This design comes from an exercise in tuning for small area on the open sky130 flow, not from production work. The RTL was checked by simulation tests, not by an equivalence proof against the original design.

==> 01-12: inputs <==
Design adc_to_fifo, start of the top module:
module adc_to_fifo(
    input wire clk,
    input wire rst,
    input wire ready,
    input wire [15:0] i_xadc,
    input wire i_dig,
    output reg [7:0] data_in,
    output reg write,
    input wire almost_full
    );
==> module threshold, before the edit <==
module threshold (
    input wire clk,
    input wire reset,
    input wire [11:0] in_data,
    input wire f_compute,
    output reg [11:0] t_mean,     
    output reg [8:0]  t_std       
    );
    localparam N = 32;
    localparam W = 20;
    reg [N*W-1:0] win;
    reg [16:0] acc;
    reg [20:0] sq_acc;
    reg [11:0] mean;
    reg [5:0]  pushes;            
    wire full = pushes[5];
    reg [11:0] m_old;             
    wire [11:0] x_old = win[N*W-1 -: 12];
    wire [7:0] dm_old8 = win[N*W-13 -: 8];
    reg prev_msb;                 
    wire [8:0] dm_old = {(dm_old8 == 8'h80) ? ~prev_msb : dm_old8[7], dm_old8};
    function [24:0] radd;
        input [23:0] x;
        input [23:0] y;
        input ci;
        integer i;
        reg c;
        begin
            c = ci;
            for (i = 0; i < 24; i = i + 1) begin
                radd[i] = x[i] ^ y[i] ^ c;
                c = (x[i] & y[i]) | (c & (x[i] ^ y[i]));
            end
            radd[24] = c;
        end
    endfunction
    wire [11:0] x_out = full ? x_old : 12'd0;
    wire [24:0] d_out_s = radd({12'd0, x_out}, {12'hfff, ~m_old}, 1'b1);
    wire [12:0] d_out = d_out_s[12:0];
    wire [24:0] dm_in_s = radd({15'd0, acc[13:5]}, {15'h7fff, ~mean[8:0]}, 1'b1);
    wire [8:0] dm_in = dm_in_s[8:0];
    wire [24:0] d_in_s = radd({12'd0, in_data}, {12'hfff, ~mean}, 1'b1);
    wire [12:0] d_in = d_in_s[12:0];
    wire [24:0] acc_a = radd({7'd0, acc}, {12'd0, in_data}, 1'b0);
    wire [24:0] acc_b = radd(acc_a[23:0], {12'hfff, ~x_out}, 1'b1);
    wire [24:0] m_old_s = radd({12'd0, m_old}, {{15{dm_old[8]}}, dm_old}, 1'b0);
    wire [20:0] sq_next;
    sq_update squ (
        .acc(sq_acc),
        .din(d_in),
        .dout(d_out),
        .q(sq_next)
    );
    wire [8:0] std;
    sqrt_pipe sqrt (
        .clk(clk),
        .din(sq_acc[20:5]),
        .dout(std)
    );
    always @(posedge clk) begin
        if (f_compute) begin
            win <= {win[(N-1)*W-1:0], in_data, dm_in[7:0]};
            t_mean <= mean;
            t_std <= std;
        end
    end
    always @(posedge clk) begin
        if (reset) begin
            acc <= 0;
            sq_acc <= 0;
            mean <= 0;
            pushes <= 0;
            m_old <= 0;
        end else if (f_compute) begin
            acc <= acc_b[16:0];
            sq_acc <= sq_next;
            mean <= acc[16:5];
            if (!full) pushes <= pushes + 1;
            else begin
                m_old <= m_old_s[11:0];
                prev_msb <= x_old[11];
            end
        end
    end
endmodule
Settings: LEC_CHECK=0, ABC_AREA=1, CAP_MARGIN=0, CORE_MARGIN=2, CORE_UTILIZATION=60, CTS_BUF_LIST=sky130_fd_sc_hd__clkbuf_8, CTS_CLUSTER_DIAMETER=45, CTS_CLUSTER_SIZE=20, PLACE_DENSITY=0.7, SLEW_MARGIN=0; clock period 14.0 ns.
run.sh (not shown) runs the stock make flow with config.mk's settings and CLKGATE_MAP_FILE= SYNTH_SCRIPT=/design/flow/synth_recipe.tcl, a recipe that flattens the netlist after the stock synthesis.
==> 10-10: changes against 01-12 <==
--- a/flow/design.v
+++ b/flow/design.v
@@ -356,7 +356,7 @@
     output reg [8:0]  t_std       
     );
     localparam N = 32;
-    localparam W = 20;
+    localparam W = 21;
     reg [N*W-1:0] win;
     reg [16:0] acc;
     reg [20:0] sq_acc;
@@ -365,9 +365,7 @@
     wire full = pushes[5];
     reg [11:0] m_old;             
     wire [11:0] x_old = win[N*W-1 -: 12];
-    wire [7:0] dm_old8 = win[N*W-13 -: 8];
-    reg prev_msb;                 
-    wire [8:0] dm_old = {(dm_old8 == 8'h80) ? ~prev_msb : dm_old8[7], dm_old8};
+    wire [8:0] dm_old = win[N*W-13 -: 9];
     function [24:0] radd;
         input [23:0] x;
         input [23:0] y;
@@ -408,7 +406,7 @@
     );
     always @(posedge clk) begin
         if (f_compute) begin
-            win <= {win[(N-1)*W-1:0], in_data, dm_in[7:0]};
+            win <= {win[(N-1)*W-1:0], in_data, dm_in};
             t_mean <= mean;
             t_std <= std;
         end
@@ -425,10 +423,7 @@
             sq_acc <= sq_next;
             mean <= acc[16:5];
             if (!full) pushes <= pushes + 1;
-            else begin
-                m_old <= m_old_s[11:0];
-                prev_msb <= x_old[11];
-            end
+            else m_old <= m_old_s[11:0];
         end
     end
 endmodule
--- a/flow/config.mk
+++ b/flow/config.mk
@@ -9,8 +9,8 @@
 export CAP_MARGIN = 0
 export CORE_MARGIN = 2
 export CORE_UTILIZATION = 60
-export CTS_BUF_LIST = sky130_fd_sc_hd__clkbuf_8
-export CTS_CLUSTER_DIAMETER = 45
-export CTS_CLUSTER_SIZE = 20
+export CTS_BUF_LIST = sky130_fd_sc_hd__clkbuf_16
+export CTS_CLUSTER_DIAMETER = 60
+export CTS_CLUSTER_SIZE = 30
 export PLACE_DENSITY = 0.7
 export SLEW_MARGIN = 0
==> summary of the runs <==
Against 01-12, the final cell count of 10-10 is lower by 0.31%.
Of 01-12 and 10-10, 01-12 has the higher worst setup slack (gap 120 ps).
In 10-10 the non-clock buffer count is higher than in 01-12, by 2.
In 01-12 the final area is smaller than in 10-10, by 2.3%.
Between 10-10 and 01-12, the lower worst hold slack is in 01-12 (gap 27 ps).
In 10-10 the first-iteration DRC count is higher than in 01-12, by about 14%.
Of 10-10 and 01-12, 10-10 has the higher die area (gap about 2.2%, measured against 01-12).
==> figures <==
|  | 10-10 | 01-12 |
|---|---|---|
| Global placement routability congestion | 0.8697 | 0.8938 |
| Post-synthesis sequential area ratio | 74.46% | 74.18% |
| Final sequential cell count | 1263 | 1232 |
| Layout cell share with drive strength beyond 1 | 6.919% | 8.638% |
| Cell variety after synth | 53 | 48 |
| Clock network area share | 5.117% | 4.876% |
| Num CTS Buffers | 71 | 111 |
| Status | no timing/DRC/antenna violations | no timing/DRC/antenna violations |
| Post-Place Cells | 4021 | 3958 |
| Fmax | 82.21 MHz | 83.05 MHz |
| Post-synthesis instance total | 2968 | 2914 |
| Utilization of the core after routing | 65.94% | 65.66% |
| Gr usage total | 19.76% | 19.18% |
| Flip-flop count of the largest register after layout | 672 | 640 |
| Synth top area share | 67.21% | 66.76% |
| Clock latency on the worst-skew pair | 640 ps | 750 ps |
| Depth of the critical timing path with buffers and inverters included | 38 | 40 |
| Global-route track usage on met3 | 2.717% | 3.360% |
| Cell at the root of the clock tree | clkbuf_16 | clkbuf_8 |

---

==> run E: inputs <==
adc_to_fifo with an RTL version that a note above also has.
## adc_to_fifo
module adc_to_fifo(
    input wire clk,
    input wire rst,
    input wire ready,
    input wire [15:0] i_xadc,
    input wire i_dig,
    output reg [7:0] data_in,
    output reg write,
    input wire almost_full
    );
    reg [3:0] state;
    reg [11:0] adc_sample;
    reg [11:0] wave_sample;
    reg t_zero;
    reg [11:0] t_mean;
    reg [8:0] t_std;
    reg [2:0] dig_sync;
    wire r_zero;
    wire [11:0] r_mean;
    wire [8:0] r_std;
    wire take;
    processing processing (
        .clk(clk),
        .reset(rst),
        .ready(ready),
        .x(i_xadc[15:4]),
        .r_zero(r_zero),
        .r_mean(r_mean),
        .r_std(r_std),
        .take(take)
    );
    always @(posedge clk) begin
        dig_sync <= {dig_sync[1:0], i_dig};
        if (state == 4'd0 && ready)
            wave_sample <= take ? i_xadc[15:4] : 12'd0;
        if (state == 4'd1) begin
            adc_sample <= i_xadc[15:4];
            t_zero <= r_zero;
            t_mean <= r_mean;
            t_std <= r_std;
        end
    end
    always @(posedge clk) begin
        if (rst) begin
            state <= 0;
            write <= 0;
        end else begin
            write <= (state >= 4'd2) && !almost_full;
            if (state == 4'd0) begin
                if (ready) state <= 4'd1;
            end else if (state == 4'd1) begin
                state <= 4'd2;
            end else if (!almost_full) begin
                state <= (state == 4'd12) ? 4'd0 : state + 4'd1;
            end
        end
    end
    function [24:0] radd;
        input [23:0] x;
        input [23:0] y;
        input ci;
        integer i;
        reg c;
        begin
            c = ci;
            for (i = 0; i < 24; i = i + 1) begin
                radd[i] = x[i] ^ y[i] ^ c;
                c = (x[i] & y[i]) | (c & (x[i] ^ y[i]));
            end
            radd[24] = c;
        end
    endfunction
    wire std_lt2 = (t_std[8:1] == 0);
    wire lower = (state == 4'd8) || (state == 4'd9);
    wire [24:0] off_s = radd({14'd0, t_std[8:1], ~lower & t_std[0], 1'b0},
                             {16'd0, t_std[8:1]}, 1'b0);
    wire [9:0] off = std_lt2 ? 10'd5 : off_s[9:0];
    wire [24:0] sum_s = radd({12'd0, t_mean}, {14'd0, off} ^ {24{lower}}, lower);
  ...
==> module threshold, before the edit <==
module threshold (
    input wire clk,
    input wire reset,
    input wire [11:0] in_data,
    input wire f_compute,
    output reg [11:0] t_mean,     
    output reg [8:0]  t_std       
    );
    localparam N = 32;
    localparam W = 21;
    reg [N*W-1:0] win;
    reg [16:0] acc;
    reg [20:0] sq_acc;
    reg [11:0] mean;
    reg [5:0]  pushes;            
    wire full = pushes[5];
    reg [11:0] m_old;             
    wire [11:0] x_old = win[N*W-1 -: 12];
    wire [8:0] dm_old = win[N*W-13 -: 9];
    function [24:0] radd;
        input [23:0] x;
        input [23:0] y;
        input ci;
        integer i;
        reg c;
        begin
            c = ci;
            for (i = 0; i < 24; i = i + 1) begin
                radd[i] = x[i] ^ y[i] ^ c;
                c = (x[i] & y[i]) | (c & (x[i] ^ y[i]));
            end
            radd[24] = c;
        end
    endfunction
    wire [11:0] x_out = full ? x_old : 12'd0;
    wire [24:0] d_out_s = radd({12'd0, x_out}, {12'hfff, ~m_old}, 1'b1);
    wire [12:0] d_out = d_out_s[12:0];
    wire [24:0] dm_in_s = radd({15'd0, acc[13:5]}, {15'h7fff, ~mean[8:0]}, 1'b1);
    wire [8:0] dm_in = dm_in_s[8:0];
    wire [24:0] d_in_s = radd({12'd0, in_data}, {12'hfff, ~mean}, 1'b1);
    wire [12:0] d_in = d_in_s[12:0];
    wire [24:0] acc_a = radd({7'd0, acc}, {12'd0, in_data}, 1'b0);
    wire [24:0] acc_b = radd(acc_a[23:0], {12'hfff, ~x_out}, 1'b1);
    wire [24:0] m_old_s = radd({12'd0, m_old}, {{15{dm_old[8]}}, dm_old}, 1'b0);
    wire [20:0] sq_next;
    sq_update squ (
        .acc(sq_acc),
        .din(d_in),
        .dout(d_out),
        .q(sq_next)
    );
    wire [8:0] std;
    sqrt_pipe sqrt (
        .clk(clk),
        .din(sq_acc[20:5]),
        .dout(std)
    );
    always @(posedge clk) begin
        if (f_compute) begin
            win <= {win[(N-1)*W-1:0], in_data, dm_in};
            t_mean <= mean;
            t_std <= std;
        end
    end
    always @(posedge clk) begin
        if (reset) begin
            acc <= 0;
            sq_acc <= 0;
            mean <= 0;
            pushes <= 0;
            m_old <= 0;
        end else if (f_compute) begin
            acc <= acc_b[16:0];
            sq_acc <= sq_next;
            mean <= acc[16:5];
            if (!full) pushes <= pushes + 1;
            else m_old <= m_old_s[11:0];
        end
    end
endmodule
clock: 14.0 ns
lec_check: 0
abc_area: 1
cap_margin: 0
core_margin: 2
core_utilization: 60
cts_buf_list: sky130_fd_sc_hd__clkbuf_8
cts_cluster_diameter: 45
cts_cluster_size: 20
place_density: 0.7
slew_margin: 0
==> run D (differences from run E) <==
--- a/flow/design.v
+++ b/flow/design.v
@@ -358,3 +358,3 @@
     localparam N = 32;
-    localparam W = 21;
+    localparam W = 20;
     reg [N*W-1:0] win;
@@ -367,3 +367,5 @@
     wire [11:0] x_old = win[N*W-1 -: 12];
-    wire [8:0] dm_old = win[N*W-13 -: 9];
+    wire [7:0] dm_old8 = win[N*W-13 -: 8];
+    reg prev_msb;                 
+    wire [8:0] dm_old = {(dm_old8 == 8'h80) ? ~prev_msb : dm_old8[7], dm_old8};
     function [24:0] radd;
@@ -408,3 +410,3 @@
         if (f_compute) begin
-            win <= {win[(N-1)*W-1:0], in_data, dm_in};
+            win <= {win[(N-1)*W-1:0], in_data, dm_in[7:0]};
             t_mean <= mean;
@@ -425,3 +427,6 @@
             if (!full) pushes <= pushes + 1;
-            else m_old <= m_old_s[11:0];
+            else begin
+                m_old <= m_old_s[11:0];
+                prev_msb <= x_old[11];
+            end
         end
- CTS_CLUSTER_DIAMETER: 45 -> 75
- CTS_CLUSTER_SIZE: 20 -> 18
- GPL_TIMING_DRIVEN: unset -> 0
==> run H (differences from run E) <==
--- a/flow/design.v
+++ b/flow/design.v
@@ -358,3 +358,3 @@
     localparam N = 32;
-    localparam W = 21;
+    localparam W = 20;
     reg [N*W-1:0] win;
@@ -367,3 +367,5 @@
     wire [11:0] x_old = win[N*W-1 -: 12];
-    wire [8:0] dm_old = win[N*W-13 -: 9];
+    wire [7:0] dm_old8 = win[N*W-13 -: 8];
+    reg prev_msb;                 
+    wire [8:0] dm_old = {(dm_old8 == 8'h80) ? ~prev_msb : dm_old8[7], dm_old8};
     function [24:0] radd;
@@ -408,3 +410,3 @@
         if (f_compute) begin
-            win <= {win[(N-1)*W-1:0], in_data, dm_in};
+            win <= {win[(N-1)*W-1:0], in_data, dm_in[7:0]};
             t_mean <= mean;
@@ -425,3 +427,6 @@
             if (!full) pushes <= pushes + 1;
-            else m_old <= m_old_s[11:0];
+            else begin
+                m_old <= m_old_s[11:0];
+                prev_msb <= x_old[11];
+            end
         end
- CTS_CLUSTER_DIAMETER: 45 -> 75
- CTS_CLUSTER_SIZE: 20 -> 18
- GPL_ROUTABILITY_DRIVEN: unset -> 0
- GPL_TIMING_DRIVEN: unset -> 0
==> summary.txt <==
Critical path depth: run D > run H > run E.
The lowest via count belongs to run D, the highest to run H.
Against run E, the cell area of run H is smaller by 2.9%.
Core utilization, highest first: run E, run H, run D.
Final cell count is about the same in run H and run D.
Between run D and run E, the lower worst setup slack is in run D (gap 1.3 ns).
==> figures <==
quantity	run D	run E	run H
Status	no timing/DRC/antenna violations	no timing/DRC/antenna violations	no timing/DRC/antenna violations
Worst slew margin relative to its limit	28.3%	18.3%	24.1%
Met2 track demand over resource in global routing	31.2%	30.4%	29.8%
Crit path time final	13.25 ns	12.00 ns	12.99 ns
WP depth	48	38	47
Buffers, non-clock	103	44	104
Number of multi-input combinational cells	1183	1186	1183
Register clock-pin slew on the reported worst setup and hold paths	0.11 ns	0.10 ns	0.11 ns
Number of iterations in the first detailed-routing pass	6	5	6
Met3 routed wirelength	3970 um	4030 um	4880 um
Final routed wire length divided by cell count	19.2 um	18.6 um	18.4 um
Crit path capture	processing.dl[231]$_DFFE_PP_	processing.dl[84]$_DFFE_PP_	processing.dl[168]$_DFFE_PP_
R2r endpoint	processing.threshold.sqrt.dly[7]$_DFF_P_	processing.threshold.sqrt.dly[6]$_DFF_P_	processing.threshold.sqrt.dly[7]$_DFF_P_

-- static timing again, ports no longer ideal --
The results above use ideal ports. As a check the final layouts listed here were re-extracted and re-timed, cells and wires unchanged.
Step 1 sets driving cells, clkbuf_16 on the clock port and buf_2 on the other inputs (assumed; they add their load-dependent delay and slew).
Step 2 times the ports against the registers' clock, not the clock port: input delays grow and output delays shrink by t, the midpoint of the rising clock arrivals with the driver on.
a / b / c = ideal ports / drivers / drivers and shift; a / b = the first two.
run	t (ns)	setup slack, ns	worst setup path at the end	clock arrival spread, ns	worst slew at a driven data input, ns
01-12	0.782	1.959 / 1.990 / 1.208	input to register	0.082 / 0.081	0.05
10-10	0.695	1.836 / 1.879 / 1.184	input to register	0.039 / 0.039	0.04
run E	0.803	2.004 / 2.045 / 1.241	input to register	0.053 / 0.053	0.04
run D	0.778	0.747 / 0.781 / 0.002	input to register	0.045 / 0.045	0.11
run H	0.763	1.006 / 1.045 / 0.282	input to register	0.065 / 0.064	0.11
After both steps every run listed still meets setup and hold. For run E, which loses most, drivers alone change the setup slack by +0.041 ns; drivers and shift together by -0.763 ns.
